This is an optimization exercise on Yosys and OpenROAD, whose aim is small area and a short achievable clock period, not a production implementation.
At most, simulation tests tie the RTL to the original design; equivalence was not proved.
Power and IR drop assume default switching activity.

## indigo
==> flow/design.v (excerpt) <==
module mac(
     input [11:0] Ain,
     input [11:0] Bin,
     input clk,reset,
     output [24:0] Mac_out
);
Size in the first run: about 620 cells after synthesis, ~46 flip-flops, ~51 I/O pins, about 0.0060 mm² of cells after synthesis.
==> flow/config.mk <==
export PLATFORM = sky130hd
export DESIGN_NAME = mac
export DESIGN_NICKNAME = mac
export VERILOG_FILES = /design/flow/design.v
export SDC_FILE = /design/flow/constraint.sdc
export NUM_CORES = 4
export LEC_CHECK = 0
export CAP_MARGIN = 20
export CORE_MARGIN = 2
export CORE_UTILIZATION = 60
export CTS_BUF_LIST = sky130_fd_sc_hd__clkbuf_4 sky130_fd_sc_hd__clkbuf_8
export SLEW_MARGIN = 20
export SYNTH_HIERARCHICAL = 1
==> flow/constraint.sdc <==
create_clock -name core_clock -period 12.5 [get_ports {clk}]
set_input_delay 2.5000 -clock core_clock [delete_from_list [all_inputs] [get_ports {clk}]]
set_output_delay 2.5000 -clock core_clock [all_outputs]
set_load 0.01 [all_outputs]
standard.sh (not shown) runs the stock make flow with config.mk's settings and CLKGATE_MAP_FILE= SYNTH_SCRIPT=/design/flow/synth_recipe.tcl, a recipe that flattens the netlist after the stock synthesis.
==> flow/flow/run.sh <==
#!/bin/bash
# The standard layout (the standard.sh, standard synthesis unchanged), with
# two options: the port buffers are buf_2 cells, and the setup repair aims at
# a slack margin of 7.0 ns.  ORFS keeps each step's log in orfs/logs; the make
# output goes to standard.log.
set -o pipefail
bash standard.sh BUFFER_PORTS_ARGS="-buffer_cell sky130_fd_sc_hd__buf_2" SETUP_SLACK_MARGIN=7.0 finish > standard.log 2>&1
The inputs of lagoon differ from those of indigo as listed below.
==> flow/flow/run.sh <==
#!/bin/bash
# The standard layout (the standard.sh, standard synthesis unchanged), with
# two options: the port buffers are buf_2 cells, and the setup repair aims at
# a slack margin of 7.5 ns.  ORFS keeps each step's log in orfs/logs; the make
# output goes to standard.log.
set -o pipefail
bash standard.sh BUFFER_PORTS_ARGS="-buffer_cell sky130_fd_sc_hd__buf_2" SETUP_SLACK_MARGIN=7.5 finish > standard.log 2>&1
[summary]
In terms of hold slack, lagoon and indigo differ only marginally. lagoon ended up with a higher worst setup slack than indigo did. Reported for lagoon and indigo, post-synthesis instance total turned out identical to the last digit.
[inputs] pepper vs lagoon
==> flow/flow/run.sh <==
#!/bin/bash
# The standard layout (the standard.sh, standard synthesis unchanged), with
# two options: the port buffers are buf_2 cells, and the setup repair aims at
# a slack margin of 7.25 ns.  ORFS keeps each step's log in orfs/logs; the make
# output goes to standard.log.
set -o pipefail
bash standard.sh BUFFER_PORTS_ARGS="-buffer_cell sky130_fd_sc_hd__buf_2" SETUP_SLACK_MARGIN=7.25 finish > standard.log 2>&1
### Flow results
pepper completed end to end with timing, DRC and antenna clean. For pepper, the end of the critical path was acc_c[11], unlike lagoon, where it was acc_c[12]. Where post-route cell area is concerned, lagoon is outperformed by pepper. lagoon tops out at a higher clock frequency than pepper. Leakage power of the design went down slightly going from lagoon to pepper. pepper ends up with a count of clock-buffer cells in the layout that is 1 lower than in lagoon.
No run of this note included a check of the RTL's function; only the layout flow was run.

========
Setup of violet:
mac, a different RTL version from the one above (not shown whole).
Size: ~580 cells after synthesis, about 40 flip-flops, ~51 I/O pins.
==> flow/design.v (excerpt) <==
module mac(
     input [11:0] Ain,
     input [11:0] Bin,
     input clk,reset,
     output [24:0] Mac_out
);
    reg [24:0] acc_s;
    reg [24:4] acc_c;
    wire pp0_0 = ~(Ain[0] & Bin[0]);
    wire pp0_1 = ~(Ain[0] & Bin[1]);
    wire pp0_2 = ~(Ain[0] & Bin[2]);
    wire pp0_3 = ~(Ain[0] & Bin[3]);
    wire pp0_4 = ~(Ain[0] & Bin[4]);
    wire pp0_5 = ~(Ain[0] & Bin[5]);
    wire pp0_6 = ~(Ain[0] & Bin[6]);
    wire pp0_7 = ~(Ain[0] & Bin[7]);
    wire pp0_8 = ~(Ain[0] & Bin[8]);
    wire pp0_9 = ~(Ain[0] & Bin[9]);
    wire pp0_10 = ~(Ain[0] & Bin[10]);
    wire pp0_11 = ~(Ain[0] & Bin[11]);
    wire pp1_0 = ~(Ain[1] & Bin[0]);
    wire pp1_1 = ~(Ain[1] & Bin[1]);
    wire pp1_2 = ~(Ain[1] & Bin[2]);
    wire pp1_3 = ~(Ain[1] & Bin[3]);
    wire pp1_4 = ~(Ain[1] & Bin[4]);
    wire pp1_5 = ~(Ain[1] & Bin[5]);
    wire pp1_6 = ~(Ain[1] & Bin[6]);
    wire pp1_7 = ~(Ain[1] & Bin[7]);
    wire pp1_8 = ~(Ain[1] & Bin[8]);
    wire pp1_9 = ~(Ain[1] & Bin[9]);
    wire pp1_10 = ~(Ain[1] & Bin[10]);
    wire pp1_11 = ~(Ain[1] & Bin[11]);
    wire pp2_0 = ~(Ain[2] & Bin[0]);
    wire pp2_1 = ~(Ain[2] & Bin[1]);
    wire pp2_2 = ~(Ain[2] & Bin[2]);
    wire pp2_3 = ~(Ain[2] & Bin[3]);
    wire pp2_4 = ~(Ain[2] & Bin[4]);
    wire pp2_5 = ~(Ain[2] & Bin[5]);
    wire pp2_6 = ~(Ain[2] & Bin[6]);
    wire pp2_7 = ~(Ain[2] & Bin[7]);
    wire pp2_8 = ~(Ain[2] & Bin[8]);
    wire pp2_9 = ~(Ain[2] & Bin[9]);
    wire pp2_10 = ~(Ain[2] & Bin[10]);
    wire pp2_11 = ~(Ain[2] & Bin[11]);
    wire pp3_0 = ~(Ain[3] & Bin[0]);
    wire pp3_1 = ~(Ain[3] & Bin[1]);
  ...
Settings: LEC_CHECK=0, CAP_MARGIN=20, CORE_MARGIN=2, CORE_UTILIZATION=60, CTS_BUF_LIST=sky130_fd_sc_hd__clkbuf_4 sky130_fd_sc_hd__clkbuf_8, SLEW_MARGIN=20, SYNTH_HIERARCHICAL=1; clock period 12.5 ns.
==> flow/flow/run.sh <==
#!/bin/bash
# The standard layout (the standard.sh, standard synthesis unchanged), with
# two options: the port buffers are buf_1 cells, and the setup repair aims at
# a slack margin of 7.1 ns.  ORFS keeps each step's log in orfs/logs; the make
# output goes to standard.log.
set -o pipefail
bash standard.sh BUFFER_PORTS_ARGS="-buffer_cell sky130_fd_sc_hd__buf_1" SETUP_SLACK_MARGIN=7.1 finish > standard.log 2>&1
Modified inputs, sierra compared to violet
- changing CORE_UTILIZATION from 60 to 75
- setting PLACE_DENSITY to 0.8 for the first time
==> flow/flow/run.sh <==
#!/bin/bash
# The standard layout (the standard.sh, standard synthesis unchanged), with
# two options: the port buffers are buf_2 cells, and the setup repair aims at
# a slack margin of 7.25 ns.  ORFS keeps each step's log in orfs/logs; the make
# output goes to standard.log.
set -o pipefail
bash standard.sh BUFFER_PORTS_ARGS="-buffer_cell sky130_fd_sc_hd__buf_2" SETUP_SLACK_MARGIN=7.25 finish > standard.log 2>&1
### Flow results
sierra: done, clean on timing, DRC and antenna. Re max-cap violation count: no difference whatsoever between sierra and violet. On worst hold margin: between violet and sierra, it ends up higher for sierra. sierra vs violet: cell area power density up slightly.
What onyx does differently from sierra at the input level:
- swapping 75 for 60 in CORE_UTILIZATION
- clearing PLACE_DENSITY, which used to be 0.8
==> comparison <==
- The core of onyx is less densely filled than that of sierra.
- Detailed-route wire length delta (onyx − sierra): favourable
- Looking at first-pass GRT wire length, onyx sits about 2% lower than sierra does.
- sierra has a lower area of the core than onyx.
- The starting density of the core of onyx falls short of that of sierra by 16 points.
- onyx vs sierra — internal power contribution dropped by a few percent
- Cmp onyx and sierra / cell count along the critical path / higher: onyx
- The estimated power of onyx ends up lower than the estimate for sierra.
- Across both runs, leakage power was lower for onyx than for sierra.
- Where shortest period the worst path allows is concerned, sierra is outperformed by onyx.
- Total of fill cells in the finished design: onyx and sierra compared, lower one is sierra
### onyx -> nickel
==> flow/flow/run.sh <==
#!/bin/bash
# The standard layout (the standard.sh, standard synthesis unchanged), with
# two options: the port buffers are buf_1 cells, and the setup repair aims at
# a slack margin of 7.4 ns.  ORFS keeps each step's log in orfs/logs; the make
# output goes to standard.log.
set -o pipefail
bash standard.sh BUFFER_PORTS_ARGS="-buffer_cell sky130_fd_sc_hd__buf_1" SETUP_SLACK_MARGIN=7.4 finish > standard.log 2>&1
- Routed wire length ended up about 2.2% lower on nickel than on onyx.
- Between nickel and onyx, the mean post-synth cell area does not differ in any meaningful way.
- Global-route usage | nickel below onyx
- On fraction of standard cell area that is sequential: between nickel and onyx, it ends up higher for onyx.
### nickel -> ember
- CTS_CLUSTER_SIZE now 40, previously not set
- CTS_CLUSTER_DIAMETER now 200, previously not set
==> flow/flow/run.sh <==
#!/bin/bash
# The standard layout (the standard.sh, standard synthesis unchanged), with
# two options: the port buffers are buf_2 cells, and the setup repair aims at
# a slack margin of 7.25 ns.  ORFS keeps each step's log in orfs/logs; the make
# output goes to standard.log.
set -o pipefail
bash standard.sh BUFFER_PORTS_ARGS="-buffer_cell sky130_fd_sc_hd__buf_2" SETUP_SLACK_MARGIN=7.25 finish > standard.log 2>&1
Findings:
Looking at routed wire length, ember sits above nickel.
Non-clock buffer count, nickel and ember: higher on nickel
Count of sequential standard cells: ember vs nickel identical

-- re-timing with driven ports --
In the flow no input, the clock included, has a driving cell. The finished layouts below were timed again as built, in two steps. Step 1 assumes that a clkbuf_16 drives the clock port and a buf_2 every other input. Step 2, shift: input delay + t, output delay - t, t = (earliest + latest rising clock arrival at the registers) / 2. This alone moves slack from input paths to output paths. a / b / c = no drivers / after step 1 / after step 2; a / b = the first two.
run	t, ns	setup slack, ns	hold slack, ns	latest minus earliest clock arrival (ns)	worst register clock-pin slew, ns
indigo	0.337	7.263 / 7.276 / 6.939	0.556 / 0.556 / 0.556	0.006 / 0.006	0.09 / 0.09
lagoon	0.342	7.543 / 7.532 / 7.191	0.555 / 0.555 / 0.555	0.013 / 0.013	0.10 / 0.10
pepper	0.352	7.326 / 7.340 / 6.988	0.552 / 0.552 / 0.552	0.013 / 0.012	0.10 / 0.10
violet	0.332	7.229 / 7.240 / 6.908	0.545 / 0.545 / 0.545	0.005 / 0.005	0.09 / 0.09
sierra	0.332	7.317 / 7.321 / 6.989	0.564 / 0.564 / 0.564	0.014 / 0.014	0.09 / 0.09
onyx	0.334	7.322 / 7.336 / 7.002	0.543 / 0.543 / 0.543	0.009 / 0.009	0.09 / 0.09
nickel	0.335	7.446 / 7.451 / 7.116	0.542 / 0.542 / 0.542	0.011 / 0.012	0.10 / 0.10
ember	0.334	7.322 / 7.336 / 7.002	0.543 / 0.543 / 0.543	0.009 / 0.009	0.09 / 0.09
After both steps every run listed still meets setup and hold. For lagoon, which loses most, drivers alone change the setup slack by -0.011 ns; drivers and shift together by -0.352 ns.
